Source: an optimization exercise on an open RTL-to-GDS flow (aim: small area). Production flows keep margins and buffers that such runs may drop. RTL that was checked went through simulation tests only; none was proved equivalent to the original. The RTL of runs 4 and 5 was laid out without a check of its function. No activity file was given, so power comes from the tool's default toggle rates.

[flow/design.v]
module main(
    input clock,
    input [7:0] Instruction,
    input reset,
    output [7:0] read_address,
    output [6:0] BCD_output1,
    output [6:0] BCD_output2,
    output [6:0] BCD_output3,
    output [6:0] BCD_output4
    );
    reg  [7:0] pc;
    reg  [7:0] r0, r1, r2, r3;
    reg        ready;
    reg        m1b0;             
    wire is_lw, is_sw, is_addj;
    wire [3:0] sa, sb, we;
    blk_dec u_dec (.I(Instruction), .is_lw(is_lw), .is_sw(is_sw), .is_addj(is_addj),
                   .sa(sa), .sb(sb), .we(we));
    wire [7:0] a, b;
    genvar w, k, i;
    generate
        for (i = 0; i < 8; i = i + 1) begin : g_rp
            wire a012, a3, b012, b3;
            c_a222oi_1 u_a012 (.A1(sa[0]), .A2(r0[i]), .B1(sa[1]), .B2(r1[i]), .C1(sa[2]), .C2(r2[i]), .Y(a012));
            c_nand2_1  u_a3   (.A(sa[3]), .B(r3[i]), .Y(a3));
            c_nand2_1  u_a    (.A(a012), .B(a3), .Y(a[i]));
            c_a222oi_1 u_b012 (.A1(sb[0]), .A2(r0[i]), .B1(sb[1]), .B2(r1[i]), .C1(sb[2]), .C2(r2[i]), .Y(b012));
            c_nand2_1  u_b3   (.A(sb[3]), .B(r3[i]), .Y(b3));
            c_nand2_1  u_b    (.A(b012), .B(b3), .Y(b[i]));
        end
    endgenerate
    wire [7:0] addr, sum;
    wire [3:0] n_rlo, n_wlo;
    wire [7:0] n_rhi, n_whi;
    wire n_rhi0x, we_m1;
    blk_addr u_addr (.a(a), .I(Instruction), .ready(ready), .addr(addr),
                     .n_rlo(n_rlo), .n_rhi(n_rhi), .n_rhi0x(n_rhi0x),
                     .n_wlo(n_wlo), .n_whi(n_whi), .we_m1(we_m1));
    wire [7:0] cs;
    wire x7;
    c_ha_1 u_s0 (.A(a[0]), .B(b[0]), .SUM(sum[0]), .COUT(cs[1]));
    generate
        for (i = 1; i < 7; i = i + 1) begin : g_sum
            c_fa_1 u (.A(a[i]), .B(b[i]), .CIN(cs[i]), .SUM(sum[i]), .COUT(cs[i+1]));
        end
    endgenerate
    c_xnor2_1 u_s7a (.A(a[7]), .B(b[7]), .Y(x7));
    c_xnor2_1 u_s7  (.A(x7), .B(cs[7]), .Y(sum[7]));
    wire [31:0] rsel, wsel;
    wire        rsel1x;          
    generate
        for (w = 0; w < 32; w = w + 1) begin : g_sel
            c_nor2_1 u_r (.A(n_rlo[w % 4]), .B(n_rhi[w / 4]), .Y(rsel[w]));
            c_nor2_1 u_w (.A(n_wlo[w % 4]), .B(n_whi[w / 4]), .Y(wsel[w]));
        end
    endgenerate
    c_nor2_1 u_r1x (.A(n_rlo[1]), .B(n_rhi0x), .Y(rsel1x));
    wire [7:0] d0, d1;
    generate
        for (i = 0; i < 8; i = i + 1) begin : g_d
            c_and2_1   u_d0 (.A(b[i]), .B(ready), .X(d0[i]));
            c_nand2b_1 u_d1 (.A_N(b[i]), .B(ready), .Y(d1[i]));
        end
    endgenerate
    wire [7:0] mq [0:31];
    generate
        for (w = 0; w < 32; w = w + 1) begin : g_mem
            localparam [7:0] INIT = (w < 16) ? w : ((256 - (w - 16)) % 256);
            reg [7:0] m;
            for (i = 0; i < 8; i = i + 1) begin : g_bit
                if (w == 1 && i == 0) begin : g_x
                    assign mq[w][i] = m1b0;
                end else begin : g_f
                    always @(posedge clock)
                        if (wsel[w])
                            m[i] <= INIT[i] ? d1[i] : d0[i];
                    assign mq[w][i] = m[i];
                end
            end
        end
    endgenerate
    wire [7:0] wd;
    generate
        for (i = 0; i < 8; i = i + 1) begin : g_wd
            wire [31:0] sl = (i == 0) ? {rsel[31:2], rsel1x, rsel[0]} : rsel;
            wire [10:0] t;
            for (k = 0; k < 10; k = k + 1) begin : g_t
                c_a222oi_1 u (.A1(sl[3*k]), .A2(mq[3*k][i]), .B1(sl[3*k+1]), .B2(mq[3*k+1][i]),
                              .C1(sl[3*k+2]), .C2(mq[3*k+2][i]), .Y(t[k]));
            end
            c_a222oi_1 u_t10 (.A1(sl[30]), .A2(mq[30][i]), .B1(sl[31]), .B2(mq[31][i]),
                              .C1(is_sw), .C2(addr[i]), .Y(t[10]));
            wire p0, p1, p2;
            c_nand4_1  u_p0 (.A(t[0]), .B(t[1]), .C(t[2]), .D(t[3]), .Y(p0));
            c_nand4_1  u_p1 (.A(t[4]), .B(t[5]), .C(t[6]), .D(t[7]), .Y(p1));
            c_nand3_1  u_p2 (.A(t[8]), .B(t[9]), .C(t[10]), .Y(p2));
            c_a2111o_1 u_o  (.A1(is_addj), .A2(sum[i]), .B1(p0), .C1(p1), .D1(p2), .X(wd[i]));
        end
    endgenerate
    wire [3:0] nwe;
    wire [7:0] r0n, r1n, r2n, r3n;
    generate
        for (k = 0; k < 4; k = k + 1) begin : g_nwe
            c_inv_1 u (.A(we[k]), .Y(nwe[k]));
        end
        for (i = 0; i < 8; i = i + 1) begin : g_rw
            c_a22o_1 u_0 (.A1(we[0]), .A2(wd[i]), .B1(nwe[0]), .B2(r0[i]), .X(r0n[i]));
            c_a22o_1 u_1 (.A1(we[1]), .A2(wd[i]), .B1(nwe[1]), .B2(r1[i]), .X(r1n[i]));
            c_a22o_1 u_2 (.A1(we[2]), .A2(wd[i]), .B1(nwe[2]), .B2(r2[i]), .X(r2n[i]));
            c_a22o_1 u_3 (.A1(we[3]), .A2(wd[i]), .B1(nwe[3]), .B2(r3[i]), .X(r3n[i]));
        end
    endgenerate
    wire [7:0] pcn;
    wire [7:0] cp;
    wire isj, lox, i0, i1, sgn, y7;
    c_and2_1   u_j   (.A(Instruction[7]), .B(Instruction[6]), .X(isj));
    c_nand2_1  u_i0  (.A(isj), .B(Instruction[0]), .Y(i0));
    c_xor2_1   u_lox (.A(Instruction[1]), .B(Instruction[0]), .X(lox));
    c_and2_1   u_i1  (.A(isj), .B(lox), .X(i1));
    c_and3b_1  u_sg  (.A_N(Instruction[0]), .B(Instruction[1]), .C(isj), .X(sgn));
    c_ha_1     u_p0  (.A(pc[0]), .B(i0), .SUM(pcn[0]), .COUT(cp[1]));
    c_fa_1     u_p1  (.A(pc[1]), .B(i1), .CIN(cp[1]), .SUM(pcn[1]), .COUT(cp[2]));
    generate
        for (i = 2; i < 7; i = i + 1) begin : g_pc
            c_fa_1 u (.A(pc[i]), .B(sgn), .CIN(cp[i]), .SUM(pcn[i]), .COUT(cp[i+1]));
        end
    endgenerate
    c_xnor2_1 u_p7a (.A(pc[7]), .B(sgn), .Y(y7));
    c_xnor2_1 u_p7  (.A(y7), .B(cp[7]), .Y(pcn[7]));
    always @(posedge clock or posedge reset) begin
        if (reset) begin
            ready <= 1'b0;
            m1b0 <= 1'b1;
            pc <= 8'd0;
            r0 <= 8'd0; r1 <= 8'd0; r2 <= 8'd0; r3 <= 8'd0;
        end else begin
            ready <= 1'b1;
            if (we_m1) m1b0 <= b[0];
            pc <= pcn;
            r0 <= r0n; r1 <= r1n; r2 <= r2n; r3 <= r3n;
        end
    end
    assign read_address = pc;
    blk_seg_fast  u_s1 (.v(wd[3:0]), .seg(BCD_output1));
    blk_seg_fast  u_s2 (.v(wd[7:4]), .seg(BCD_output2));
    blk_seg_small u_s3 (.v(pc[3:0]), .seg(BCD_output3));
    blk_seg_small u_s4 (.v(pc[7:4]), .seg(BCD_output4));
endmodule
module blk_seg_small(input [3:0] v, output [6:0] seg);
    wire n13;
    wire n14;
    wire n15;
    wire n16;
    wire n17;
    wire n18;
    wire n19;
    wire n20;
    wire n21;
    wire n22;
    wire n23;
    wire n24;
    wire n25;
    wire n26;
    wire n27;
    wire n28;
    wire n29;
    wire n30;
    wire n31;
    c_inv_1 u0 (.A(v[0]), .Y(n13));
    c_inv_1 u1 (.A(v[2]), .Y(n14));
    c_nor2_1 u2 (.A(n13), .B(n14), .Y(n15));
    c_nor2_1 u3 (.A(v[0]), .B(v[2]), .Y(n16));
    c_nor2_1 u4 (.A(n16), .B(n15), .Y(n17));
    c_inv_1 u5 (.A(v[3]), .Y(n18));
    c_nand3_1 u6 (.A(n14), .B(n18), .C(v[1]), .Y(n19));
    c_nand3_1 u7 (.A(n17), .B(v[1]), .C(n19), .Y(n20));
    c_nor2_1 u8 (.A(n14), .B(n18), .Y(n21));
    c_inv_1 u9 (.A(v[1]), .Y(n22));
    c_nand2_1 u10 (.A(n21), .B(n22), .Y(n23));
    c_nand2_1 u11 (.A(n20), .B(n23), .Y(n24));
    c_o21ai_1 u12 (.A1(v[1]), .A2(n14), .B1(n18), .Y(n25));
    c_nand2_1 u13 (.A(n23), .B(n25), .Y(n26));
    c_o21ai_1 u14 (.A1(v[2]), .A2(n22), .B1(n13), .Y(n27));
    c_nand2_1 u15 (.A(n26), .B(n27), .Y(seg[1]));
    c_o21ai_1 u16 (.A1(n15), .A2(n24), .B1(seg[1]), .Y(seg[5]));
    c_nand2_1 u17 (.A(seg[5]), .B(n19), .Y(n28));
    c_o21ai_1 u18 (.A1(n21), .A2(n16), .B1(n28), .Y(seg[4]));
    c_nand2_1 u19 (.A(n19), .B(v[1]), .Y(n29));
    c_nor2_1 u20 (.A(n29), .B(n17), .Y(n30));
    c_a31oi_1 u21 (.A1(n22), .A2(n18), .A3(n17), .B1(n30), .Y(seg[3]));
    c_nor2_1 u22 (.A(n16), .B(n21), .Y(n31));
    c_nand2_1 u23 (.A(n20), .B(n31), .Y(seg[2]));
    c_o22a_1 u24 (.A1(v[0]), .A2(n23), .B1(n25), .B2(n28), .X(seg[0]));
    c_a32oi_1 u25 (.A1(n22), .A2(n18), .A3(n17), .B1(n24), .B2(v[0]), .Y(seg[6]));
endmodule
module blk_seg_fast(input [3:0] v, output [6:0] seg);
    wire n13;
    wire n14;
    wire n15;
    wire n16;
    wire n17;
    wire n18;
    wire n19;
    wire n20;
    wire n21;
    wire n22;
    wire n23;
    wire n24;
    wire n25;
    wire n26;
    wire n27;
    wire n28;
    wire n29;
    wire n30;
    wire n31;
    wire n32;
    wire n33;
    c_inv_1 u0 (.A(v[0]), .Y(n13));
    c_inv_1 u1 (.A(v[2]), .Y(n14));
    c_inv_1 u2 (.A(v[3]), .Y(n15));
    c_and2_1 u3 (.A(v[1]), .B(v[0]), .X(n16));
    c_nor2_1 u4 (.A(v[2]), .B(n16), .Y(n17));
    c_nor2_1 u5 (.A(v[1]), .B(n14), .Y(n18));
    c_nand3b_1 u6 (.A_N(v[1]), .B(v[0]), .C(v[2]), .Y(n19));
    c_nand2_1 u7 (.A(v[3]), .B(n19), .Y(n20));
    c_nor2_1 u8 (.A(v[1]), .B(v[0]), .Y(n21));
    c_a21bo_1 u9 (.A1(v[1]), .A2(v[0]), .B1_N(v[2]), .X(n22));
    c_nor2_1 u10 (.A(n14), .B(n21), .Y(n23));
    c_nor2_1 u11 (.A(n21), .B(n22), .Y(n24));
    c_o32a_1 u12 (.A1(v[3]), .A2(n21), .A3(n22), .B1(n17), .B2(n20), .X(seg[5]));
    c_nand2b_1 u13 (.A_N(v[1]), .B(v[0]), .Y(n25));
    c_a21o_1 u14 (.A1(v[2]), .A2(n25), .B1(n15), .X(n26));
    c_nand2b_1 u15 (.A_N(v[2]), .B(v[1]), .Y(n27));
    c_nor2_1 u16 (.A(v[0]), .B(n27), .Y(n28));
    c_o21ai_1 u17 (.A1(v[3]), .A2(n28), .B1(n26), .Y(seg[4]));
    c_a21o_1 u18 (.A1(n14), .A2(n25), .B1(v[3]), .X(n29));
    c_nor2_1 u19 (.A(n14), .B(n15), .Y(n30));
    c_o21ai_1 u20 (.A1(v[1]), .A2(v[2]), .B1(v[3]), .Y(n31));
    c_o21ai_1 u21 (.A1(n13), .A2(v[2]), .B1(n22), .Y(n32));
    c_o22a_1 u22 (.A1(n24), .A2(n29), .B1(n31), .B2(n32), .X(seg[3]));
    c_o21ai_1 u23 (.A1(v[0]), .A2(n18), .B1(n31), .Y(seg[2]));
    c_o21a_1 u24 (.A1(v[1]), .A2(v[0]), .B1(n22), .X(n33));
    c_o21ai_1 u25 (.A1(v[3]), .A2(n33), .B1(n20), .Y(seg[1]));
    c_a32oi_1 u26 (.A1(n15), .A2(n22), .A3(n27), .B1(n30), .B2(n21), .Y(seg[0]));
    c_o22a_1 u27 (.A1(n17), .A2(n26), .B1(n29), .B2(n23), .X(seg[6]));
endmodule
module blk_dec(input [7:0] I, output is_lw, output is_sw, output is_addj, output [3:0] sa, output [3:0] sb, output [3:0] we);
    wire n25;
    wire n26;
    wire n27;
    wire n28;
    wire n29;
    wire n30;
    wire n31;
    wire n32;
    wire n33;
    wire n34;
    wire n35;
    wire n36;
    wire n37;
    c_inv_1 u0 (.A(I[7]), .Y(n25));
    c_inv_1 u1 (.A(I[4]), .Y(n26));
    c_inv_1 u2 (.A(I[5]), .Y(n27));
    c_nand2b_1 u3 (.A_N(I[2]), .B(I[3]), .Y(n28));
    c_inv_1 u4 (.A(n28), .Y(sb[2]));
    c_nand2b_1 u5 (.A_N(I[7]), .B(I[6]), .Y(n29));
    c_inv_1 u6 (.A(n29), .Y(is_lw));
    c_nand2_1 u7 (.A(I[2]), .B(I[3]), .Y(n30));
    c_inv_1 u8 (.A(n30), .Y(sb[3]));
    c_nor2_1 u9 (.A(I[4]), .B(n27), .Y(sa[2]));
    c_nand2b_1 u10 (.A_N(I[3]), .B(I[2]), .Y(n31));
    c_inv_1 u11 (.A(n31), .Y(sb[1]));
    c_or2_1 u12 (.A(I[6]), .B(I[7]), .X(n32));
    c_nand2b_1 u13 (.A_N(I[1]), .B(I[0]), .Y(n33));
    c_o22ai_1 u14 (.A1(n29), .A2(n31), .B1(n32), .B2(n33), .Y(we[1]));
    c_nor2_1 u15 (.A(n26), .B(I[5]), .Y(sa[1]));
    c_or2_1 u16 (.A(I[2]), .B(I[3]), .X(n34));
    c_inv_1 u17 (.A(n34), .Y(sb[0]));
    c_or4_1 u18 (.A(I[0]), .B(I[1]), .C(I[6]), .D(I[7]), .X(n35));
    c_o21ai_1 u19 (.A1(n29), .A2(n34), .B1(n35), .Y(we[0]));
    c_nand2_1 u20 (.A(I[0]), .B(I[1]), .Y(n36));
    c_o22ai_1 u21 (.A1(n29), .A2(n30), .B1(n32), .B2(n36), .Y(we[3]));
    c_nor2_1 u22 (.A(n26), .B(n27), .Y(sa[3]));
    c_nand2b_1 u23 (.A_N(I[0]), .B(I[1]), .Y(n37));
    c_o22ai_1 u24 (.A1(n28), .A2(n29), .B1(n32), .B2(n37), .Y(we[2]));
    c_nor2_1 u25 (.A(I[4]), .B(I[5]), .Y(sa[0]));
    c_nor2_1 u26 (.A(I[6]), .B(n25), .Y(is_sw));
    c_xnor2_1 u27 (.A(I[6]), .B(I[7]), .Y(is_addj));
endmodule
module blk_addr(input [7:0] a, input [7:0] I, input ready, output [7:0] addr, output [3:0] n_rlo, output [7:0] n_rhi, output n_rhi0x, output [3:0] n_wlo, output [7:0] n_whi, output we_m1);
    wire n53;
    wire n54;
    wire n55;
    wire n56;
    wire n57;
    wire n58;
    wire n59;
    wire n60;
    wire n61;
    wire n62;
    wire n63;
    wire n64;
    wire n65;
    wire n66;
    wire n67;
    wire n68;
    wire n69;
    wire n70;
    wire n71;
    wire n72;
    wire n73;
    wire n74;
    wire n75;
    wire n76;
    wire n77;
    wire n78;
    wire n79;
    wire n80;
    wire n81;
    wire n82;
    wire n83;
    wire n84;
    wire n85;
    wire n86;
    wire n87;
    wire n88;
    wire n89;
    wire n90;
    wire n91;
    c_inv_1 u0 (.A(ready), .Y(n53));
    c_inv_1 u1 (.A(I[7]), .Y(n54));
    c_nand2_1 u2 (.A(I[1]), .B(a[2]), .Y(n55));
    c_nand2_1 u3 (.A(I[1]), .B(a[1]), .Y(n56));
    c_nand2_1 u4 (.A(I[0]), .B(a[0]), .Y(n57));
    c_nor2_1 u5 (.A(I[1]), .B(a[1]), .Y(n58));
    c_xor2_1 u6 (.A(I[1]), .B(a[1]), .X(n59));
    c_o21ai_1 u7 (.A1(n57), .A2(n58), .B1(n56), .Y(n60));
    c_xor2_1 u8 (.A(I[1]), .B(a[2]), .X(n61));
    c_nand2_1 u9 (.A(n60), .B(n61), .Y(n62));
    c_nand2_1 u10 (.A(n55), .B(n62), .Y(n63));
    c_nand2_1 u11 (.A(I[1]), .B(a[3]), .Y(n64));
    c_xor2_1 u12 (.A(I[1]), .B(a[3]), .X(n65));
    c_xnor2_1 u13 (.A(n63), .B(n65), .Y(n66));
    c_inv_1 u14 (.A(n66), .Y(addr[3]));
    c_xnor2_1 u15 (.A(n60), .B(n61), .Y(n67));
    c_inv_1 u16 (.A(n67), .Y(addr[2]));
    c_nand2_1 u17 (.A(n55), .B(n64), .Y(n68));
    c_a31oi_1 u18 (.A1(n60), .A2(n61), .A3(n65), .B1(n68), .Y(n69));
    c_nand2_1 u19 (.A(I[1]), .B(a[4]), .Y(n70));
    c_nor2_1 u20 (.A(I[1]), .B(a[4]), .Y(n71));
    c_xor2_1 u21 (.A(I[1]), .B(a[4]), .X(n72));
    c_xnor2_1 u22 (.A(n69), .B(n72), .Y(addr[4]));
    c_nand2b_1 u23 (.A_N(I[1]), .B(a[6]), .Y(n73));
    c_nand2b_1 u24 (.A_N(a[6]), .B(I[1]), .Y(n74));
    c_nand2_1 u25 (.A(n73), .B(n74), .Y(n75));
    c_nand2_1 u26 (.A(I[1]), .B(a[5]), .Y(n76));
    c_xnor2_1 u27 (.A(I[1]), .B(a[5]), .Y(n77));
    c_o311a_1 u28 (.A1(n69), .A2(n71), .A3(n77), .B1(n76), .C1(n70), .X(n78));
    c_xnor2_1 u29 (.A(n75), .B(n78), .Y(addr[6]));
    c_o21ai_1 u30 (.A1(n69), .A2(n71), .B1(n70), .Y(n79));
    c_xnor2_1 u31 (.A(n77), .B(n79), .Y(addr[5]));
    c_xnor2_1 u32 (.A(n57), .B(n59), .Y(addr[1]));
    c_xnor2_1 u33 (.A(I[0]), .B(a[0]), .Y(n80));
    c_inv_1 u34 (.A(n80), .Y(addr[0]));
    c_nand2_1 u35 (.A(n59), .B(addr[0]), .Y(n_rlo[3]));
    c_nand2_1 u36 (.A(addr[1]), .B(n80), .Y(n_rlo[2]));
    c_nand2b_1 u37 (.A_N(n59), .B(addr[0]), .Y(n_rlo[1]));
    c_nand2b_1 u38 (.A_N(addr[1]), .B(n80), .Y(n_rlo[0]));
    c_nor2_1 u39 (.A(n66), .B(addr[2]), .Y(n81));
    c_mux2i_1 u40 (.A0(n73), .A1(n74), .S(n78), .Y(n82));
    c_xnor2_1 u41 (.A(a[7]), .B(n82), .Y(n83));
    c_inv_1 u42 (.A(n83), .Y(addr[7]));
    c_nor2_1 u43 (.A(addr[6]), .B(addr[5]), .Y(n84));
    c_and3_1 u44 (.A(addr[4]), .B(n83), .C(n84), .X(n85));
    c_nor2_1 u45 (.A(I[6]), .B(n54), .Y(n86));
    c_a31oi_1 u46 (.A1(n81), .A2(n85), .A3(n86), .B1(n53), .Y(n_whi[6]));
    c_nor2_1 u47 (.A(addr[3]), .B(n67), .Y(n87));
    c_a31oi_1 u48 (.A1(n85), .A2(n86), .A3(n87), .B1(n53), .Y(n_whi[5]));
    c_nor2_1 u49 (.A(addr[3]), .B(addr[2]), .Y(n88));
    c_a31oi_1 u50 (.A1(n85), .A2(n86), .A3(n88), .B1(n53), .Y(n_whi[4]));
    c_nor2_1 u51 (.A(n66), .B(n67), .Y(n89));
    c_and3b_1 u52 (.A_N(addr[4]), .B(n83), .C(n84), .X(n90));
    c_a31oi_1 u53 (.A1(n86), .A2(n89), .A3(n90), .B1(n53), .Y(n_whi[3]));
    c_a31oi_1 u54 (.A1(n81), .A2(n86), .A3(n90), .B1(n53), .Y(n_whi[2]));
    c_a31oi_1 u55 (.A1(n86), .A2(n87), .A3(n90), .B1(n53), .Y(n_whi[1]));
    c_a31oi_1 u56 (.A1(n86), .A2(n88), .A3(n90), .B1(n53), .Y(n_whi[0]));
    c_and2_1 u57 (.A(ready), .B(n_rlo[2]), .X(n_wlo[2]));
    c_and2_1 u58 (.A(ready), .B(n_rlo[1]), .X(n_wlo[1]));
    c_and2_1 u59 (.A(ready), .B(n_rlo[0]), .X(n_wlo[0]));
    c_and3_1 u60 (.A(ready), .B(I[6]), .C(n54), .X(n91));
    c_nand3_1 u61 (.A(n81), .B(n85), .C(n91), .Y(n_rhi[6]));
    c_nand3_1 u62 (.A(n85), .B(n87), .C(n91), .Y(n_rhi[5]));
    c_nand3_1 u63 (.A(n85), .B(n88), .C(n91), .Y(n_rhi[4]));
    c_nand3_1 u64 (.A(n89), .B(n90), .C(n91), .Y(n_rhi[3]));
    c_nand3_1 u65 (.A(n81), .B(n90), .C(n91), .Y(n_rhi[2]));
    c_nand3_1 u66 (.A(n87), .B(n90), .C(n91), .Y(n_rhi[1]));
    c_nand3_1 u67 (.A(n88), .B(n90), .C(n91), .Y(n_rhi[0]));
    c_and4b_1 u68 (.A_N(n_rlo[1]), .B(n86), .C(n88), .D(n90), .X(we_m1));
    c_a31oi_1 u69 (.A1(n85), .A2(n86), .A3(n89), .B1(n53), .Y(n_whi[7]));
    c_and2_1 u70 (.A(ready), .B(n_rlo[3]), .X(n_wlo[3]));
    c_nand4_1 u71 (.A(I[6]), .B(n54), .C(n88), .D(n90), .Y(n_rhi0x));
    c_nand3_1 u72 (.A(n85), .B(n89), .C(n91), .Y(n_rhi[7]));
endmodule
module c_a2111o_1(input A1, input A2, input B1, input C1, input D1, output X);
    assign X = (A1&A2) | (B1) | (C1) | (D1);
endmodule
module c_a21bo_1(input A1, input A2, input B1_N, output X);
    assign X = (A1&A2) | (~B1_N);
endmodule
module c_a21o_1(input A1, input A2, input B1, output X);
    assign X = (A1&A2) | (B1);
endmodule
module c_a222oi_1(input A1, input A2, input B1, input B2, input C1, input C2, output Y);
    assign Y = (~A1&~B1&~C1) | (~A1&~B1&~C2) | (~A1&~B2&~C1) | (~A2&~B1&~C1) | (~A1&~B2&~C2) | (~A2&~B1&~C2) | (~A2&~B2&~C1) | (~A2&~B2&~C2);
endmodule
module c_a22o_1(input A1, input A2, input B1, input B2, output X);
    assign X = (B1&B2) | (A1&A2);
endmodule
module c_a31oi_1(input A1, input A2, input A3, input B1, output Y);
    assign Y = (~A1&~B1) | (~A2&~B1) | (~A3&~B1);
endmodule
module c_a32oi_1(input A1, input A2, input A3, input B1, input B2, output Y);
    assign Y = (~A1&~B1) | (~A1&~B2) | (~A2&~B1) | (~A3&~B1) | (~A2&~B2) | (~A3&~B2);
endmodule
module c_and2_1(input A, input B, output X);
    assign X = (A&B);
endmodule
module c_and3_1(input A, input B, input C, output X);
    assign X = (A&B&C);
endmodule
module c_and3b_1(input A_N, input B, input C, output X);
    assign X = (~A_N&B&C);
endmodule
module c_and4b_1(input A_N, input B, input C, input D, output X);
    assign X = (~A_N&B&C&D);
endmodule
module c_fa_1(input A, input B, input CIN, output COUT, output SUM);
    assign COUT = (A&B) | (A&CIN) | (B&CIN);
    assign SUM = (A&~B&~CIN) | (~A&B&~CIN) | (~A&~B&CIN) | (A&B&CIN);
endmodule
module c_ha_1(input A, input B, output COUT, output SUM);
    assign COUT = (A&B);
    assign SUM = (A&~B) | (~A&B);
endmodule
module c_inv_1(input A, output Y);
    assign Y = (~A);
endmodule
module c_mux2i_1(input A0, input A1, input S, output Y);
    assign Y = (~A0&~S) | (~A1&S);
endmodule
module c_nand2_1(input A, input B, output Y);
    assign Y = (~A) | (~B);
endmodule
module c_nand2b_1(input A_N, input B, output Y);
    assign Y = (A_N) | (~B);
endmodule
module c_nand3_1(input A, input B, input C, output Y);
    assign Y = (~A) | (~B) | (~C);
endmodule
module c_nand3b_1(input A_N, input B, input C, output Y);
    assign Y = (A_N) | (~B) | (~C);
endmodule
module c_nand4_1(input A, input B, input C, input D, output Y);
    assign Y = (~A) | (~B) | (~C) | (~D);
endmodule
module c_nor2_1(input A, input B, output Y);
    assign Y = (~A&~B);
endmodule
module c_o21a_1(input A1, input A2, input B1, output X);
    assign X = (A1&B1) | (A2&B1);
endmodule
module c_o21ai_1(input A1, input A2, input B1, output Y);
    assign Y = (~A1&~A2) | (~B1);
endmodule
module c_o22a_1(input A1, input A2, input B1, input B2, output X);
    assign X = (A1&B1) | (A2&B1) | (A1&B2) | (A2&B2);
endmodule
module c_o22ai_1(input A1, input A2, input B1, input B2, output Y);
    assign Y = (~B1&~B2) | (~A1&~A2);
endmodule
module c_o311a_1(input A1, input A2, input A3, input B1, input C1, output X);
    assign X = (A1&B1&C1) | (A2&B1&C1) | (A3&B1&C1);
endmodule
module c_o32a_1(input A1, input A2, input A3, input B1, input B2, output X);
    assign X = (A1&B1) | (A1&B2) | (A2&B1) | (A3&B1) | (A2&B2) | (A3&B2);
endmodule
module c_or2_1(input A, input B, output X);
    assign X = (A) | (B);
endmodule
module c_or4_1(input A, input B, input C, input D, output X);
    assign X = (A) | (B) | (C) | (D);
endmodule
module c_xnor2_1(input A, input B, output Y);
    assign Y = (~A&~B) | (A&B);
endmodule
module c_xor2_1(input A, input B, output X);
    assign X = (A&~B) | (~A&B);
endmodule
[flow/run.sh]
#!/bin/bash
# synth_recipe.tcl (not shown) runs the flow's synth.tcl, then flattens the netlist and writes it again
# the make line also repeats each setting of config.mk as NAME=value (left out here)
make -C /OpenROAD-flow-scripts/flow DESIGN_CONFIG=/design/flow/config.mk WORK_HOME=/design/flow/orfs CLKGATE_MAP_FILE= SYNTH_SCRIPT=/design/flow/synth_recipe.tcl finish
[flow/config.mk]
export PLATFORM = sky130hd
export DESIGN_NAME = main
export DESIGN_NICKNAME = main
export VERILOG_FILES = /design/flow/design.v
export SDC_FILE = /design/flow/constraint.sdc
export NUM_CORES = 4
export LEC_CHECK = 0
export CAP_MARGIN = 20
export CORE_MARGIN = 2
export CORE_UTILIZATION = 40
export CTS_BUF_LIST = sky130_fd_sc_hd__clkbuf_8
export CTS_CLUSTER_DIAMETER = 60
export CTS_CLUSTER_SIZE = 16
export SLEW_MARGIN = 20
export SYNTH_HIERARCHICAL = 1
export SYNTH_MINIMUM_KEEP_SIZE = 0
[flow/constraint.sdc]
create_clock -name core_clock -period 10.0 [get_ports {clock}]
set_input_delay 2.0000 -clock core_clock [delete_from_list [all_inputs] [get_ports {clock}]]
set_output_delay 2.0000 -clock core_clock [all_outputs]
set_load 0.01 [all_outputs]
==> flow_metrics.env, run 1 <==
export IMPL_status="no timing/DRC/antenna violations"
export IMPL_clkSlewWorstSetupHoldPaths_ns=0.09
export IMPL_hp_class="register to register"
export IMPL_cap_violations=0
export IMPL_powerDensity_nw_per_um2=294.5
export IMPL_cp_data_required_time_ns=8.00
export IMPL_cp_start_kind="input pin"
export IMPL_min_period_ns=9.772
export IMPL_slew_violations=0
export IMPL_endpoint_kind="output port"
export IMPL_final_hold_violation_count=0
export IMPL_cts_root_buf="clkbuf_8"
export IMPL_synth_area_sq_um=12220
export IMPL_grt_usage_pct=20.30
export IMPL_antenna_left=0
export IMPL_clkLatencyLatePin_ns=0.58
export IMPL_p_leak_nw=5.013
export IMPL_vias=8251
export IMPL_dieArea_sq_um=31960
export IMPL_vias_per_cell=6.232
export IMPL_synthCells=816
export IMPL_core_area_sq_um=29870
export IMPL_drc=0
export IMPL_clock_skew_ns=0.02535
export IMPL_syn_num_nets=840
export IMPL_crit_type="input pin to output port"
export IMPL_initialDrtViolationCount=1259
export IMPL_gp_congestion=0.9167
export IMPL_cts_tree="done"
export IMPL_die_width_um=178.8
export IMPL_cts_buffers=25
export IMPL_cts_htree_levels=1
export IMPL_rsz0062_at_grt="false"
export IMPL_clockBufferDepth=3
export IMPL_hold_depth=1
export IMPL_io_pins=46
export IMPL_firstDrtPassIters=10
export IMPL_yosysWarnings=7
export IMPL_cp_arrival_ns=7.77
export IMPL_grt_antenna_before_repair=0
export IMPL_initial_core_util_pct=40.89
export IMPL_power_mw=4.098
export IMPL_final_util_pct=46.58
export IMPL_tightestPinTransition_ns=1.070
export IMPL_grt_max_degree=43
export IMPL_hpwl_um=22190
export IMPL_antenna_cells=0
export IMPL_path_max_fanout=8
export IMPL_reg2regPathDepth=16
export IMPL_maxSlewHeadroom_pct=28.13
export IMPL_setup_viol=0
export IMPL_fmax_ghz=0.1023
export IMPL_clock_sinks=297
export IMPL_fin_tns_setup_ns=0
export IMPL_avgSynthCellArea_sq_um=14.97
export IMPL_drive_gt1_share_pct=8.030
export IMPL_area_growth_pct=13.92
export IMPL_grt_overflow=0
export IMPL_wire_per_inst_um=24.81
export IMPL_finalNetCount=946
export IMPL_finalCritPeriodShare_pct=97.72
export IMPL_ir_drop_mv=0.1831
export IMPL_preCtsSetupSlack_ns=0.3203
export IMPL_routed_wl_um=32850
export IMPL_io_buffers=45
export IMPL_grt_pass1_vias=7940
export IMPL_timing_final_ws_setup_ns=0.2284
export IMPL_grt_pass1_wl_um=48290
export IMPL_fp_dieH_um=178.8
export IMPL_row_count=63
-- final timing paths --
| path | from | end | slack, ns |
|---|---|---|---|
| worst min register to register | r0[6] | r0[6] | 0.54 |
| min in group asynchronous | reset | pc[7] | 1.85 |
| worst min-delay path | r0[6] | r0[6] | 0.54 |
| worst max-delay path | Instruction[5] | BCD_output1[1] | 0.23 |
| worst max register to register | r2[2] | r0[7] | 5.07 |
| max in group asynchronous | reset | r3[3] | 7.75 |
-- cells in the final DEF, fill, tap and decap left out, drive strengths merged, types with 21 or more instances in the layout --
cell	instances
inv	37
dfrtp	41
clkbuf	25
nand2	63
a222oi	104
buf	33
edfxtp	255
o21ai	21
clkdlybuf4s50	45
a22o	32
nand2b	21
nor2	104
-- flip-flops by register name (all words and copies together) (netlist names) --
| register | flops |
|---|---|
| g_mem.m | 255 |
| pc | 8 |
| r0 | 8 |
| r1 | 8 |
| r2 | 8 |
| r3 | 8 |
| m1b0 | 1 |
| ready | 1 |
-- worst max-delay path, cell delays in order --
cell	delay, ns
clkdlybuf4s50_1	0.52
inv_1	0.07
nor2_1	0.10
buf_4	0.17
a222oi_1	0.10
nand2_1	0.18
nand2_1	0.13
o21ai_1	0.30
a31oi_2	0.15
o311a_1	0.41
xnor2_1	0.24
nor2_1	0.09
and3b_1	0.23
buf_4	0.16
nand3_1	0.17
nor2_1	0.20
a222oi_1	0.43
nand4_1	0.40
a2111o_1	0.61
a21bo_1	0.28
o21a_1	0.12
o21ai_1	0.13
clkdlybuf4s50_1	0.57
-- what timing repair did --
item / in CTS / in global routing
resized for setup: 0 / 5
hold buffers: 0 / 0
setup buffers: 0 / 3
endpoints found under the hold margin: 0 / 0
endpoints found under the setup margin: 0 / 10
-- metal layers --
metal	vias up	track usage, %	share of wire (%)
li1	3585	-	-
met1	4209	28.65	43
met2	406	32.14	46
met3	51	4.220	8.7
met4	0	5.386	2.4
met5	-	0	0
-- where the power goes --
part,switching (mW),total [mW],internal [mW]
registers,0.142,1.86,1.72
logic,0.906,1.54,0.633
clock network,0.402,0.694,0.292
-- layout make-up --
cell class,instances,area (sq um)
multi-input cells,488,3421
clock buffers,25,344.1
well taps,390,488.0
clock inverters,14,136.4
fillers,2599,15960
repair buffers,78,698.2
inverters,32,120.1
flip-flops and latches,297,8710
-- per-stage QoR --
stage	cell area, sq um	std cells	hold slack [ns]
global placement	13380	1281	0.5152
detailed placement	13380	1281	0.5187
CTS	13860	1320	0.5429
global route	13920	1324	0.5712
floorplan	12220	816	0.4952
finish	13920	1324	0.5439
==> run 2: changes to the inputs <==
==> flow/flow/run.sh (new file) <==
#!/bin/bash
set -uo pipefail
bash standard.sh 'BUFFER_PORTS_ARGS=-buffer_cell sky130_fd_sc_hd__buf_1' finish > standard_sh.log 2>&1
==> flow/standard.sh (new file) <==
#!/bin/bash
# synth_recipe.tcl (not shown) runs the flow's synth.tcl, then flattens the netlist and writes it again
# the make line also repeats each setting of config.mk as NAME=value (left out here)
make -C /OpenROAD-flow-scripts/flow DESIGN_CONFIG=/design/flow/config.mk WORK_HOME=/design/flow/orfs CLKGATE_MAP_FILE= SYNTH_SCRIPT=/design/flow/synth_recipe.tcl "${@:-finish}"
removed: flow/run.sh
==> flow_metrics.env, run 2 <==
export IMPL_grt_overflow=0
export IMPL_grt_max_degree=43
export IMPL_fmax_ghz=0.1051
export IMPL_hpwl_um=21340
export IMPL_fillers=2614
export IMPL_area_growth_pct=9.443
export IMPL_crit_type="input pin to output port"
export IMPL_gp_congestion=0.8893
export IMPL_largest_register="g_mem.m"
export IMPL_powerDensity_nw_per_um2=284.0
export IMPL_rsz0062_at_grt="false"
export IMPL_cts_htree_levels=1
export IMPL_grt_pass1_wl_um=47910
export IMPL_clock_skew_ns=0.03232
export IMPL_grt_usage_pct=20.13
export IMPL_initialDrtViolationCount=1374
export IMPL_grt_pass1_vias=7660
export IMPL_cts_tree="done"
export IMPL_vias_per_cell=6.244
export IMPL_antenna_cells=0
export IMPL_p_comb_share_pct=33.2
export IMPL_slew_violations=0
export IMPL_core_area_sq_um=29870
export IMPL_io_buffers=45
export IMPL_placed_cell_area_sq_um=12890
export IMPL_hold_buffers=0
export IMPL_hp_class="register to register"
export IMPL_yosysWarnings=7
export IMPL_p_int_mw=2.383
export IMPL_cts_buffers=25
export IMPL_drive_gt1_share_pct=4.190
export IMPL_cp_arrival_ns=7.51
export IMPL_io_pins=46
export IMPL_p_sw_mw=1.414
export IMPL_most_common_layout_cells="255 x edfxtp_1, 104 x a222oi_1, 104 x nor2_1"
export IMPL_die_width_um=178.8
export IMPL_p_leak_nw=4.723
export IMPL_cts_root_buf="clkbuf_8"
export IMPL_cp_data_required_time_ns=8.00
export IMPL_synth_area_sq_um=12220
export IMPL_setup_viol=0
export IMPL_endpoint_kind="output port"
export IMPL_min_period_ns=9.512
export IMPL_finalCritPeriodShare_pct=95.12
export IMPL_clkLatencyLatePin_ns=0.58
export IMPL_power_frac_clock_pct=17.6
export IMPL_clkSlewWorstSetupHoldPaths_ns=0.09
export IMPL_cts_resized_gates=0
export IMPL_antenna_left=0
export IMPL_grt_antenna_before_repair=0
export IMPL_firstDrtPassIters=8
export IMPL_path_max_fanout=12
export IMPL_row_count=63
export IMPL_fin_tns_setup_ns=0
export IMPL_routed_wl_um=31960
export IMPL_post_cts_buffers=0
export IMPL_drc=0
export IMPL_dieArea_sq_um=31960
export IMPL_power_mw=3.797
export IMPL_pwr_share_seq_pct=49.2
export IMPL_holdWs_ns=0.5475
export IMPL_p_sw_share_pct=37.24
export IMPL_final_area_sq_um=13370
export IMPL_status="no timing/DRC/antenna violations"
export IMPL_vias=8099
export IMPL_initial_core_util_pct=40.89
export IMPL_fp_dieH_um=178.8
export IMPL_wire_per_inst_um=24.64
export IMPL_clockBufferDepth=3
export IMPL_largest_reg_flops=255
export IMPL_final_common_cell="edfxtp_1"
export IMPL_finalNetCount=914
export IMPL_avgSynthCellArea_sq_um=14.97
export IMPL_final_hold_violation_count=0
export IMPL_syn_num_nets=840
export IMPL_tightestPinTransition_ns=1.033
export IMPL_ir_drop_mv=0.1589
export IMPL_cap_violations=0
export IMPL_maxSlewHeadroom_pct=31.17
export IMPL_cp_start_kind="input pin"
export IMPL_synthCells=816
export IMPL_clock_sinks=297
[run 2: area by class of cell]
class / count / area, sq um / share of cell area (%)
Clock inverter: 19 / 137.6 / 1.029
Inverter: 32 / 120.1 / 0.8984
Multi-Input combinational cell: 487 / 3387 / 25.33
Timing Repair Buffer: 47 / 183.9 / 1.376
Tap cell: 390 / 488.0 / 3.650
Sequential cell: 297 / 8710 / 65.14
Clock buffer: 25 / 344.1 / 2.573
[run 2: path summary, 6_finish.rpt]
path	start	endpoint	slack, ns	depth (start not counted)
setup / recovery	Instruction[5]	BCD_output1[1]	0.49	21
hold / removal	r0[2]	r0[2]	0.55	1
setup reg to reg	r2[3]	r3[7]	4.97	14
hold reg to reg	r0[2]	r0[2]	0.55	1
max in group asynchronous	reset	r3[5]	8.07	3
min in group asynchronous	reset	pc[7]	1.51	3
[run 2: power groups by stage]
stage | Clock, mW | Sequential, mW | Combinational (mW)
floorplan | 0 | 1.84 | 0.826
global placement | 0 | 1.89 | 1.24
detailed placement | 0 | 1.89 | 1.25
CTS | 0.687 | 1.87 | 1.25
global route | 0.728 | 1.90 | 1.37
finish | 0.668 | 1.87 | 1.26
[run 2: worst max-delay path, stage by stage]
cell      delay (ns)
buf_1           0.12
inv_1           0.07
nor2_1          0.43
a222oi_1        0.22
nand2_1         0.21
nor2_1          0.07
o21ai_1         0.29
a31oi_1         0.21
o311a_1         0.43
mux2i_1         0.14
xnor2_1         0.24
and3_1          0.37
nand3_1         0.23
nor2_1          0.66
a222oi_1        0.31
nand4_1         0.26
a2111o_1        0.47
a21bo_1         0.32
o21a_1          0.12
o21ai_1         0.15
buf_1           0.18
[run 2: metrics by stage]
step / std cells / setup WS [ns] / utilization [%]
final: 1297 / 0.4884 / 44.75
after floorplan: 816 / 1.807 / -
after global placement: 1253 / 0.7295 / 43.14
after CTS: 1297 / 0.6614 / 44.75
after global routing: 1297 / 0.03042 / 44.75
after detailed placement: 1253 / 0.6824 / 43.14
[run 2: metal layers]
metal	part of all wire (%)	track usage (%)
met2	46	30.58
met3	9.6	4.283
met1	42	29.67
met5	0	0
met4	2.3	4.844
==> run 3: changes to the inputs <==
==> flow/run.sh (new file) <==
#!/bin/bash
# synth_recipe.tcl (not shown) runs the flow's synth.tcl, then flattens the netlist and writes it again
# the make line also repeats each setting of config.mk as NAME=value (left out here)
make -C /OpenROAD-flow-scripts/flow DESIGN_CONFIG=/design/flow/config.mk WORK_HOME=/design/flow/orfs CLKGATE_MAP_FILE= SYNTH_SCRIPT=/design/flow/synth_recipe.tcl finish
--- a/flow/config.mk
+++ b/flow/config.mk
@@ -9,7 +9,7 @@
 export CORE_MARGIN = 2
 export CORE_UTILIZATION = 40
-export CTS_BUF_LIST = sky130_fd_sc_hd__clkbuf_8
-export CTS_CLUSTER_DIAMETER = 60
-export CTS_CLUSTER_SIZE = 16
+export CTS_BUF_LIST = sky130_fd_sc_hd__clkbuf_8 sky130_fd_sc_hd__clkbuf_16
+export CTS_CLUSTER_DIAMETER = 80
+export CTS_CLUSTER_SIZE = 20
 export SLEW_MARGIN = 20
 export SYNTH_HIERARCHICAL = 1
removed: flow/flow/run.sh
removed: flow/standard.sh
==> flow_metrics.env, run 3 <==
export IMPL_clockBufferDepth=3
export IMPL_setup_viol=0
export IMPL_grt_overflow=0
export IMPL_rsz0062_at_grt="false"
export IMPL_antenna_cells=0
export IMPL_hp_class="register to register"
export IMPL_gp_congestion=0.9167
export IMPL_area_growth_pct=14.26
export IMPL_grt_antenna_before_repair=0
export IMPL_largest_register="g_mem.m"
export IMPL_cts_htree_levels=1
export IMPL_cp_arrival_ns=7.82
export IMPL_io_buffers=45
export IMPL_final_common_cell="edfxtp_1"
export IMPL_final_hold_violation_count=0
export IMPL_slew_violations=0
export IMPL_yosysWarnings=7
export IMPL_initialDrtViolationCount=1231
export IMPL_p_leak_nw=5.023
export IMPL_avgSynthCellArea_sq_um=14.97
export IMPL_firstDrtPassIters=9
export IMPL_finalCritPeriodShare_pct=98.16
export IMPL_path_cells="clkdlybuf4s50_1 -> inv_1 -> nor2_1 -> buf_4 -> a222oi_1 -> nand2_1 -> nand2_1 -> o21ai_1 -> a31oi_2 -> o311a_1 -> xnor2_1 -> nor2_1 -> and3b_1 -> buf_4 -> nand3_1 -> nor2_1 -> a222oi_1 -> nand4_1 -> a2111o_1 -> a21bo_1 -> o21a_1 -> o21ai_1 -> clkdlybuf4s50_1"
export IMPL_crit_slowest_cell="a2111o_1"
export IMPL_grt_pass1_wl_um=48150
export IMPL_wire_per_inst_um=24.82
export IMPL_hold_buffers=0
export IMPL_dieArea_sq_um=31960
export IMPL_cp_slowest_stage_delay_ns=0.61
export IMPL_clock_sinks=297
export IMPL_clock_skew_ns=0.01779
export IMPL_cts_tree="done"
export IMPL_io_pins=46
export IMPL_synth_area_sq_um=12220
export IMPL_vias=8179
export IMPL_cp_start_kind="input pin"
export IMPL_tightestPinTransition_ns=1.042
export IMPL_grt_max_degree=43
export IMPL_fmax_ghz=0.1019
export IMPL_cap_violations=0
export IMPL_power_mw=4.130
export IMPL_cp_common_cell="nor2_1"
export IMPL_most_common_layout_cells="255 x edfxtp_1, 104 x a222oi_1, 103 x nor2_1"
export IMPL_ir_drop_mv=0.1831
export IMPL_fin_tns_setup_ns=0
export IMPL_maxSlewHeadroom_pct=30.05
export IMPL_crit_type="input pin to output port"
export IMPL_cts_buffers=19
export IMPL_die_width_um=178.8
export IMPL_routed_wl_um=32570
export IMPL_synthCells=816
export IMPL_fillers=2577
export IMPL_grt_pass1_vias=7849
export IMPL_holdWs_ns=0.5449
export IMPL_powerDensity_nw_per_um2=295.9
export IMPL_clkLatencyLatePin_ns=0.51
export IMPL_antenna_left=0
export IMPL_path_max_fanout=8
export IMPL_seq_area_sq_um=8710
export IMPL_cp_data_required_time_ns=8.00
export IMPL_status="no timing/DRC/antenna violations"
export IMPL_row_count=63
export IMPL_grt_usage_pct=20.31
export IMPL_syn_num_nets=840
export IMPL_hpwl_um=22190
export IMPL_fp_dieH_um=178.8
export IMPL_min_period_ns=9.816
export IMPL_final_util_pct=46.72
export IMPL_initial_core_util_pct=40.89
export IMPL_finalNetCount=940
export IMPL_clkSlewWorstSetupHoldPaths_ns=0.07
export IMPL_drive_gt1_share_pct=6.725
export IMPL_core_area_sq_um=29870
export IMPL_drc=0
export IMPL_multi_input_area_sq_um=3421
export IMPL_largest_reg_flops=255
export IMPL_cts_root_buf="clkbuf_16"
export IMPL_vias_per_cell=6.234
export IMPL_endpoint_kind="output port"
[run 3: cell type report]
type | count | share of cell area, %
clock buffers | 19 | 3.406
clock inverters | 8 | 0.3317
inverters | 32 | 0.8605
multi-input cells | 488 | 24.51
flip-flops and latches | 297 | 62.40
well taps | 390 | 3.496
repair buffers | 78 | 5.002
[run 3: layer usage]
metal / track usage (%) / vias to the layer above / wire length, um
met2: 32.34 / 409 / 15430
met4: 5.251 / 0 / 782
met5: 0 / - / 0
met1: 28.88 / 4148 / 13370
li1: - / 3568 / -
met3: 3.732 / 54 / 2985
[run 3: critical path, delay by kind of cell]
family | cells | cell delay [ns]
AOI/OAI and AO/OA | 9 | 2.55
xor gates and xnor gates | 1 | 0.24
and+or+nand+nor | 8 | 1.51
buffers and inverters | 5 | 1.49
[run 3: path summary, 6_finish.rpt]
path	startpoint	end	slack [ns]	depth (start not counted)
setup / recovery	Instruction[5]	BCD_output1[1]	0.18	23
min in group asynchronous	reset	pc[7]	1.92	3
max in group asynchronous	reset	ready	7.68	3
hold reg to reg	r1[5]	r1[5]	0.54	1
hold / removal	r1[5]	r1[5]	0.54	1
setup reg to reg	r2[2]	r1[7]	5.09	16
[run 3: through the flow]
stage,instances,setup WS (ns),area (sq um)
2_1_floorplan,816,1.807,12220
3_3_place_gp,1281,0.3459,13380
3_5_place_dp,1281,0.3203,13380
4_1_cts,1308,0.2957,13900
5_1_grt,1312,0.01871,13960
6_report,1312,0.1837,13960
[run 3: repair_timing]
item | 4_1_cts | 5_1_grt
resized for setup | 0 | 5
setup endpoints to repair | 0 | 10
buffers inserted | 0 | 3
[run 3: power breakdown]
part           switching (mW)  internal [mW]
clock network           0.384          0.347
logic                   0.901          0.633
registers               0.142           1.72
total                    1.43           2.70
==> run 4: changes to the inputs <==
--- a/flow/design.v
+++ b/flow/design.v
@@ -59,5 +59,5 @@
     generate
         for (i = 0; i < 8; i = i + 1) begin : g_d
-            c_and2_1   u_d0 (.A(b[i]), .B(ready), .X(d0[i]));
+            assign d0[i] = b[i];     
             c_nand2b_1 u_d1 (.A_N(b[i]), .B(ready), .Y(d1[i]));
         end
@@ -254,37 +254,27 @@
     wire n31;
     wire n32;
-    wire n33;
-    wire n34;
-    wire n35;
-    wire n36;
-    wire n37;
-    c_inv_1 u0 (.A(I[7]), .Y(n25));
-    c_inv_1 u1 (.A(I[4]), .Y(n26));
-    c_inv_1 u2 (.A(I[5]), .Y(n27));
-    c_nand2b_1 u3 (.A_N(I[2]), .B(I[3]), .Y(n28));
-    c_inv_1 u4 (.A(n28), .Y(sb[2]));
-    c_nand2b_1 u5 (.A_N(I[7]), .B(I[6]), .Y(n29));
-    c_inv_1 u6 (.A(n29), .Y(is_lw));
-    c_nand2_1 u7 (.A(I[2]), .B(I[3]), .Y(n30));
-    c_inv_1 u8 (.A(n30), .Y(sb[3]));
-    c_nor2_1 u9 (.A(I[4]), .B(n27), .Y(sa[2]));
-    c_nand2b_1 u10 (.A_N(I[3]), .B(I[2]), .Y(n31));
-    c_inv_1 u11 (.A(n31), .Y(sb[1]));
-    c_or2_1 u12 (.A(I[6]), .B(I[7]), .X(n32));
-    c_nand2b_1 u13 (.A_N(I[1]), .B(I[0]), .Y(n33));
-    c_o22ai_1 u14 (.A1(n29), .A2(n31), .B1(n32), .B2(n33), .Y(we[1]));
-    c_nor2_1 u15 (.A(n26), .B(I[5]), .Y(sa[1]));
-    c_or2_1 u16 (.A(I[2]), .B(I[3]), .X(n34));
-    c_inv_1 u17 (.A(n34), .Y(sb[0]));
-    c_or4_1 u18 (.A(I[0]), .B(I[1]), .C(I[6]), .D(I[7]), .X(n35));
-    c_o21ai_1 u19 (.A1(n29), .A2(n34), .B1(n35), .Y(we[0]));
-    c_nand2_1 u20 (.A(I[0]), .B(I[1]), .Y(n36));
-    c_o22ai_1 u21 (.A1(n29), .A2(n30), .B1(n32), .B2(n36), .Y(we[3]));
-    c_nor2_1 u22 (.A(n26), .B(n27), .Y(sa[3]));
-    c_nand2b_1 u23 (.A_N(I[0]), .B(I[1]), .Y(n37));
-    c_o22ai_1 u24 (.A1(n28), .A2(n29), .B1(n32), .B2(n37), .Y(we[2]));
-    c_nor2_1 u25 (.A(I[4]), .B(I[5]), .Y(sa[0]));
-    c_nor2_1 u26 (.A(I[6]), .B(n25), .Y(is_sw));
-    c_xnor2_1 u27 (.A(I[6]), .B(I[7]), .Y(is_addj));
+    c_inv_1 u0 (.A(I[3]), .Y(n25));
+    c_nor2_1 u1 (.A(I[2]), .B(n25), .Y(sb[2]));
+    c_inv_1 u2 (.A(I[7]), .Y(n26));
+    c_and2_1 u3 (.A(n26), .B(I[6]), .X(is_lw));
+    c_inv_1 u4 (.A(I[2]), .Y(n27));
+    c_nor2_1 u5 (.A(n27), .B(n25), .Y(sb[3]));
+    c_inv_1 u6 (.A(I[5]), .Y(n28));
+    c_nor2_1 u7 (.A(I[4]), .B(n28), .Y(sa[2]));
+    c_inv_1 u8 (.A(I[1]), .Y(n29));
+    c_nor2_1 u9 (.A(I[6]), .B(I[7]), .Y(n30));
+    c_nor2_1 u10 (.A(I[3]), .B(n27), .Y(sb[1]));
+    c_a32o_1 u11 (.A1(I[0]), .A2(n29), .A3(n30), .B1(is_lw), .B2(sb[1]), .X(we[1]));
+    c_inv_1 u12 (.A(I[4]), .Y(n31));
+    c_nor2_1 u13 (.A(I[5]), .B(n31), .Y(sa[1]));
+    c_inv_1 u14 (.A(I[0]), .Y(n32));
+    c_nor2_1 u15 (.A(I[2]), .B(I[3]), .Y(sb[0]));
+    c_a32o_1 u16 (.A1(n32), .A2(n29), .A3(n30), .B1(is_lw), .B2(sb[0]), .X(we[0]));
+    c_a32o_1 u17 (.A1(I[0]), .A2(I[1]), .A3(n30), .B1(is_lw), .B2(sb[3]), .X(we[3]));
+    c_nor2_1 u18 (.A(n31), .B(n28), .Y(sa[3]));
+    c_a32o_1 u19 (.A1(n32), .A2(I[1]), .A3(n30), .B1(is_lw), .B2(sb[2]), .X(we[2]));
+    c_nor2_1 u20 (.A(I[4]), .B(I[5]), .Y(sa[0]));
+    c_nor2_1 u21 (.A(I[6]), .B(n26), .Y(is_sw));
+    c_nor2_1 u22 (.A(is_sw), .B(is_lw), .Y(is_addj));
 endmodule
 module blk_addr(input [7:0] a, input [7:0] I, input ready, output [7:0] addr, output [3:0] n_rlo, output [7:0] n_rhi, output n_rhi0x, output [3:0] n_wlo, output [7:0] n_whi, output we_m1);
@@ -420,4 +410,7 @@
     assign Y = (~A1&~B1) | (~A2&~B1) | (~A3&~B1);
 endmodule
+module c_a32o_1(input A1, input A2, input A3, input B1, input B2, output X);
+    assign X = (A1&A2&A3) | (B1&B2);
+endmodule
 module c_a32oi_1(input A1, input A2, input A3, input B1, input B2, output Y);
     assign Y = (~A1&~B1) | (~A1&~B2) | (~A2&~B1) | (~A3&~B1) | (~A2&~B2) | (~A3&~B2);
@@ -476,7 +469,4 @@
     assign X = (A1&B1) | (A2&B1) | (A1&B2) | (A2&B2);
 endmodule
-module c_o22ai_1(input A1, input A2, input B1, input B2, output Y);
-    assign Y = (~B1&~B2) | (~A1&~A2);
-endmodule
 module c_o311a_1(input A1, input A2, input A3, input B1, input C1, output X);
     assign X = (A1&B1&C1) | (A2&B1&C1) | (A3&B1&C1);
@@ -485,10 +475,4 @@
     assign X = (A1&B1) | (A1&B2) | (A2&B1) | (A3&B1) | (A2&B2) | (A3&B2);
 endmodule
-module c_or2_1(input A, input B, output X);
-    assign X = (A) | (B);
-endmodule
-module c_or4_1(input A, input B, input C, input D, output X);
-    assign X = (A) | (B) | (C) | (D);
-endmodule
 module c_xnor2_1(input A, input B, output Y);
     assign Y = (~A&~B) | (A&B);
--- a/flow/config.mk
+++ b/flow/config.mk
@@ -9,6 +9,6 @@
 export CORE_MARGIN = 2
 export CORE_UTILIZATION = 40
-export CTS_BUF_LIST = sky130_fd_sc_hd__clkbuf_8 sky130_fd_sc_hd__clkbuf_16
-export CTS_CLUSTER_DIAMETER = 80
+export CTS_BUF_LIST = sky130_fd_sc_hd__clkbuf_8
+export CTS_CLUSTER_DIAMETER = 60
 export CTS_CLUSTER_SIZE = 20
 export SLEW_MARGIN = 20
==> flow_metrics.env, run 4 <==
export IMPL_status="no timing/DRC/antenna violations"
export IMPL_cap_violations=0
export IMPL_cp_start_kind="input pin"
export IMPL_power_frac_clock_pct=17.0
export IMPL_initial_core_util_pct=40.76
export IMPL_synth_compound_area_share_pct=14.85
export IMPL_hold_buffers=0
export IMPL_clkLatencyLatePin_ns=0.59
export IMPL_grt_overflow=0
export IMPL_p_sw_share_pct=36.20
export IMPL_final_area_sq_um=13950
export IMPL_p_int_mw=2.677
export IMPL_initialDrtViolationCount=1124
export IMPL_avgSynthCellArea_sq_um=15.10
export IMPL_vias=8055
export IMPL_startpoint="Instruction[5]"
export IMPL_yosys_area_share_simple_pct=8.727
export IMPL_finalNetCount=940
export IMPL_largest_register="g_mem.m"
export IMPL_synth_top_family_by_area="compound AO/OA/AOI/OAI gates"
export IMPL_reg2reg_from="r2[3]"
export IMPL_synthCells=804
export IMPL_powerDensity_nw_per_um2=300.8
export IMPL_firstDrtPassIters=10
export IMPL_maxSlewHeadroom_pct=33.24
export IMPL_ir_drop_mv=0.1861
export IMPL_yosys_most_used_dff="edfxtp_1"
export IMPL_row_count=63
export IMPL_timing_final_ws_setup_ns=0.2485
export IMPL_clkSlewWorstSetupHoldPaths_ns=0.11
export IMPL_synth_area_leader_cell="edfxtp_1"
export IMPL_crit_type="input pin to output port"
export IMPL_grt_max_degree=43
export IMPL_p_sw_mw=1.519
export IMPL_pwr_share_seq_pct=45.8
export IMPL_vias_per_cell=6.098
export IMPL_reg2reg_slack_ns=5.12
export IMPL_synth_top_area_share_pct=63.05
export IMPL_synthTopCellsByArea="edfxtp_1 63%, a222oi_1 8.6%, dfrtp_1 8.4%, nor2_1 3.4%, a22o_1 2.3%"
export IMPL_cp_arrival_ns=7.75
export IMPL_dp_cells=1277
export IMPL_synth_mux_area_share_pct=0.2061
export IMPL_area_growth_pct=14.90
export IMPL_setup_viol=0
export IMPL_slew_violations=0
export IMPL_syn_num_nets=828
export IMPL_synthTopCellsByCount="255 x edfxtp_1, 110 x nor2_1, 104 x a222oi_1"
export IMPL_synth_most_common_cell="edfxtp_1"
export IMPL_p_leak_nw=5.005
export IMPL_cts_tree="done"
export IMPL_placed_cell_area_sq_um=13370
export IMPL_hpwl_um=21330
export IMPL_final_common_cell="edfxtp_1"
export IMPL_synth_edf_count=255
export IMPL_synthArstFlopShare_pct=14.14
export IMPL_layout_cells_non_filler=1321
export IMPL_fp_dieH_um=178.2
export IMPL_path_max_fanout=8
export IMPL_synth_area_sq_um=12140
export IMPL_drc=0
export IMPL_grt_antenna_before_repair=0
export IMPL_clock_sinks=297
export IMPL_drive_gt1_share_pct=9.774
export IMPL_gp_congestion=0.9024
export IMPL_min_period_ns=9.751
export IMPL_largest_reg_flops=255
export IMPL_p_comb_share_pct=37.2
export IMPL_most_common_layout_cells="255 x edfxtp_1, 105 x nor2_1, 104 x a222oi_1"
export IMPL_yosysSeqAreaShare_pct=71.72
export IMPL_io_pins=46
export IMPL_routed_wl_um=31810
export IMPL_preCtsSetupSlack_ns=0.2663
export IMPL_cts_buffers=25
export IMPL_tightestPinTransition_ns=0.9989
export IMPL_clockBufferDepth=3
export IMPL_antenna_cells=0
export IMPL_endpoint_kind="output port"
export IMPL_grt_usage_pct=20.32
export IMPL_fillers=2632
export IMPL_final_hold_violation_count=0
export IMPL_wire_per_inst_um=24.08
export IMPL_cts_htree_levels=1
export IMPL_cp_data_required_time_ns=8.00
export IMPL_grt_pass1_wl_um=48360
export IMPL_grt_pass1_vias=7972
export IMPL_die_width_um=178.2
export IMPL_dieArea_sq_um=31770
export IMPL_synthAdderAreaFrac_pct=2.184
export IMPL_reg2regPathDepth=16
export IMPL_fmax_ghz=0.1025
export IMPL_timing_rr_end="r0[7]"
export IMPL_finalCritPeriodShare_pct=97.51
export IMPL_synth_cell_types=34
export IMPL_antenna_left=0
export IMPL_clock_skew_ns=0.02932
export IMPL_cts_root_buf="clkbuf_8"
export IMPL_endpoint="BCD_output2[0]"
export IMPL_core_area_sq_um=29800
export IMPL_synthXorXnorAreaFrac_pct=1.298
export IMPL_fin_tns_setup_ns=0
export IMPL_io_buffers=45
export IMPL_yosysWarnings=7
export IMPL_ys_seq_elements=297
export IMPL_hp_class="register to register"
## run 4: worst min-delay path by stage
stage | from | cells after the start | slack [ns] | end
finish | r3[1] | 1 | 0.55 | r3[1]
global route | r2[1] | 1 | 0.56 | r2[1]
CTS | r3[3] | 1 | 0.55 | r3[3]
detailed placement | r3[7] | 1 | 0.52 | r3[7]
global placement | r3[2] | 1 | 0.51 | r3[2]
floorplan | r2[0] | 1 | 0.50 | r2[0]
## run 4: area by class of cell
type	count	area, sq um	area share (%)
Clock buffer	25	344.1	2.466
Clock inverter	17	180.2	1.291
Inverter	32	120.1	0.8608
Multi-Input combinational cell	475	3361	24.09
Sequential cell	297	8710	62.42
Tap cell	390	488.0	3.497
Timing Repair Buffer	85	750.7	5.380
## run 4: layer usage
metal  up-vias  GRT usage [%]  part of all wire, %
li1       3569              -                    -
met2       355          31.75                   47
met1      4060          29.16                   43
met5         -              0                    0
met3        71          3.367                  7.5
met4         0          6.606                  3.1
## run 4: critical path, stage by stage
cell,delay (ns)
clkdlybuf4s50_1,0.44
inv_1,0.09
nor2_1,0.05
buf_4,0.16
a222oi_1,0.33
nand2_1,0.20
xor2_2,0.30
a31oi_4,0.14
o311a_1,0.41
mux2i_1,0.21
xnor2_1,0.13
and3b_1,0.25
buf_4,0.18
nand3_1,0.18
nor2_1,0.20
a222oi_1,0.54
nand4_1,0.24
a2111o_1,0.54
a21bo_1,0.30
a32oi_1,0.25
clkdlybuf4s50_1,0.59
## run 4: repair_timing
action | in CTS | in global routing
buffers inserted | 0 | 2
setup endpoints to repair | 0 | 13
gates resized for setup | 0 | 10
## run 4: Yosys stat by module, one instance, submodules excluded, a selection
| module | cells inside | flip-flops and latches | cell area, sq um |
|---|---|---|---|
| c_ha_1 | 1 | 0 | 12.51 |
| c_a2111o_1 | 1 | 0 | 11.26 |
| c_and2_1 | 1 | 0 | 6.256 |
| c_a222oi_1 | 1 | 0 | 10.01 |
| c_xor2_1 | 1 | 0 | 8.758 |
| c_a22o_1 | 1 | 0 | 8.758 |
| c_nand3b_1 | 1 | 0 | 7.507 |
| c_o311a_1 | 1 | 0 | 10.01 |
## run 4: through the flow
step	power, mW	utilization, %	hold slack (ns)
2_1_floorplan	2.728	-	0.4952
4_1_cts	4.187	46.62	0.5479
3_5_place_dp	3.481	44.86	0.5210
3_3_place_gp	3.468	44.86	0.5132
5_1_grt	4.407	46.83	0.5636
6_report	4.197	46.83	0.5492
## run 4: kinds of logic (layout without fill, tap and decap cells)
family / count (synthesis) / in the layout
AOI/OAI and AO/OA: 200 / 200
xor gates and xnor gates: 18 / 18
adders and majority gates: 14 / 14
buffers and inverters: 32 / 159
other: 1 / 1
muxes: 2 / 2
and+or+nand+nor: 240 / 240
DFF: 297 / 297
## run 4: power groups by stage
stage               clock (mW)  sequential (mW)  combinational (mW)
finish                   0.713             1.92                1.56
detailed placement           0             1.95                1.53
global route             0.768             1.96                1.68
floorplan                    0             1.91               0.823
global placement             0             1.95                1.52
CTS                      0.727             1.92                1.54
==> run 5: changes to the inputs <==
==> flow/flow/run.sh (new file) <==
#!/bin/bash
set -uo pipefail
bash standard.sh 'BUFFER_PORTS_ARGS=-buffer_cell sky130_fd_sc_hd__buf_1' \
  'CTS_ARGS=-sink_clustering_enable -repair_clock_nets -sink_clustering_size 20 -sink_clustering_max_diameter 60 -buf_list sky130_fd_sc_hd__clkbuf_8 -dont_use_dummy_load' \
  finish > standard_sh.log 2>&1
==> flow/standard.sh (new file) <==
#!/bin/bash
# synth_recipe.tcl (not shown) runs the flow's synth.tcl, then flattens the netlist and writes it again
# the make line also repeats each setting of config.mk as NAME=value (left out here)
make -C /OpenROAD-flow-scripts/flow DESIGN_CONFIG=/design/flow/config.mk WORK_HOME=/design/flow/orfs CLKGATE_MAP_FILE= SYNTH_SCRIPT=/design/flow/synth_recipe.tcl "${@:-finish}"
--- a/flow/config.mk
+++ b/flow/config.mk
@@ -9,7 +9,4 @@
 export CORE_MARGIN = 2
 export CORE_UTILIZATION = 40
-export CTS_BUF_LIST = sky130_fd_sc_hd__clkbuf_8
-export CTS_CLUSTER_DIAMETER = 60
-export CTS_CLUSTER_SIZE = 20
 export SLEW_MARGIN = 20
 export SYNTH_HIERARCHICAL = 1
removed: flow/run.sh
==> flow_metrics.env, run 5 <==
export IMPL_dieArea_sq_um=31770
export IMPL_cp_arrival_ns=7.39
export IMPL_path_max_fanout=12
export IMPL_grt_max_degree=43
export IMPL_drive_gt1_share_pct=3.750
export IMPL_pwr_share_seq_pct=50.9
export IMPL_p_sw_share_pct=36.73
export IMPL_yosys_most_used_dff="edfxtp_1"
export IMPL_yosysSeqAreaShare_pct=71.72
export IMPL_slew_violations=0
export IMPL_hp_class="register to register"
export IMPL_clkLatencyLatePin_ns=0.59
export IMPL_wire_per_inst_um=24.44
export IMPL_drc=0
export IMPL_cts_htree_levels=1
export IMPL_most_common_layout_cells="255 x edfxtp_1, 110 x nor2_1, 104 x a222oi_1"
export IMPL_largest_register="g_mem.m"
export IMPL_cp_start_kind="input pin"
export IMPL_fin_tns_setup_ns=0
export IMPL_p_leak_nw=4.611
export IMPL_largest_reg_flops=255
export IMPL_power_frac_clock_pct=15.4
export IMPL_rsz0062_at_grt="false"
export IMPL_gp_congestion=0.8774
export IMPL_antenna_cells=0
export IMPL_status="no timing/DRC/antenna violations"
export IMPL_post_cts_buffers=0
export IMPL_grt_antenna_before_repair=0
export IMPL_initial_core_util_pct=40.76
export IMPL_vias=7941
export IMPL_synth_top_area_share_pct=63.05
export IMPL_crit_slowest_cell="a2111o_1"
export IMPL_vias_per_cell=6.253
export IMPL_powerDensity_nw_per_um2=286.9
export IMPL_cts_root_buf="clkbuf_8"
export IMPL_synthTopCellsByCount="255 x edfxtp_1, 110 x nor2_1, 104 x a222oi_1"
export IMPL_seq_area_sq_um=8710
export IMPL_firstDrtPassIters=13
export IMPL_area_growth_pct=8.614
export IMPL_grt_usage_pct=19.74
export IMPL_hpwl_um=20750
export IMPL_cts_buffers=25
export IMPL_timing_final_ws_setup_ns=0.6123
export IMPL_cp_data_required_time_ns=8.00
export IMPL_grt_pass1_wl_um=46750
export IMPL_multi_input_area_sq_um=3314
export IMPL_initialDrtViolationCount=1284
export IMPL_clock_skew_ns=0.06342
export IMPL_fillers=2706
## run 5: cells by family after synthesis
kind of cell             count (synthesis)  share of synthesized area (%)
flip-flops                             297                          71.72
adder cells (fa/ha/maj)                 14                          2.184
other                                    1                        0.03088
XOR/XNOR                                18                          1.298
multiplexers                             2                         0.2060
AO/OA/AOI/OAI                          200                          14.85
AND/OR/NAND/NOR                        240                          8.727
buffers and inverters                   32                         0.9891
## run 5: layer usage
| layer | part of all wire, % | GRT usage (%) | vias to the layer above | routed length, um |
|---|---|---|---|---|
| li1 | - | - | 3475 | - |
| met1 | 42 | 29.15 | 4028 | 13180 |
| met2 | 47 | 31.27 | 391 | 14720 |
| met3 | 7.8 | 2.302 | 47 | 2422 |
| met4 | 2.3 | 5.115 | 0 | 718 |
| met5 | 0 | 0 | - | 0 |
## run 5: final cells by class
type | instances | share of cell area (%)
Sequential cell | 297 | 66.03
Timing Repair Buffer | 51 | 1.622
Clock buffer | 25 | 2.609
Inverter | 32 | 0.9106
Tap cell | 390 | 3.699
Multi-Input combinational cell | 475 | 25.13
## run 5: final timing paths
path	from	end	slack (ns)	cells after the start
max	Instruction[5]	BCD_output1[3]	0.61	21
min	r3[5]	r3[5]	0.54	1
max reg2reg	r2[3]	r0[2]	5.15	14
min reg2reg	r3[5]	r3[5]	0.54	1
max in group asynchronous	reset	m1b0	8.04	3
min in group asynchronous	reset	r2[7]	1.54	3
## run 5: modules after synthesis, one instance, submodules excluded, excerpt
module / cells / area (sq um) / flops+latches / times used
c_a222oi_1: 1 / 10.01 / 0 / 104
c_and4b_1: 1 / 10.01 / 0 / 1
c_o21a_1: 1 / 7.507 / 0 / 2
c_a21o_1: 1 / 7.507 / 0 / 4
c_a31oi_1: 1 / 6.256 / 0 / 11
c_nand2b_1: 1 / 6.256 / 0 / 16
c_inv_1: 1 / 3.754 / 0 / 31
## run 5: per-stage QoR
stage | total power [mW] | hold WS (ns) | cell area (sq um) | std cells | utilization (%)
6_report | 3.784 | 0.5398 | 13190 | 1270 | 44.27
5_1_grt | 3.991 | 0.5481 | 13190 | 1270 | 44.27
4_1_cts | 3.792 | 0.5400 | 13190 | 1270 | 44.27
3_5_place_dp | 3.218 | 0.5177 | 12850 | 1245 | 43.11
3_3_place_gp | 3.205 | 0.5147 | 12850 | 1245 | 43.11
2_1_floorplan | 2.728 | 0.4952 | 12140 | 804 | -
## run 5: power by group through the flow
stage	clock, mW	sequential (mW)	combinational [mW]
2_1_floorplan	0	1.91	0.823
3_3_place_gp	0	1.95	1.26
3_5_place_dp	0	1.95	1.27
4_1_cts	0.598	1.92	1.27
5_1_grt	0.641	1.96	1.39
6_report	0.584	1.92	1.28
## run 5: worst reg2reg max path, cell delays in order (launching register included)
cell      delay, ns
dfrtp_1        0.41
a222oi_1       0.37
nand2_1        0.19
xor2_1         0.22
a31oi_1        0.41
o311a_1        0.28
mux2i_1        0.23
xnor2_1        0.13
and3_1         0.25
nand3_1        0.22
nor2_1         0.20
a222oi_1       0.60
nand4_1        0.31
a2111o_1       0.65
a22o_1         0.25
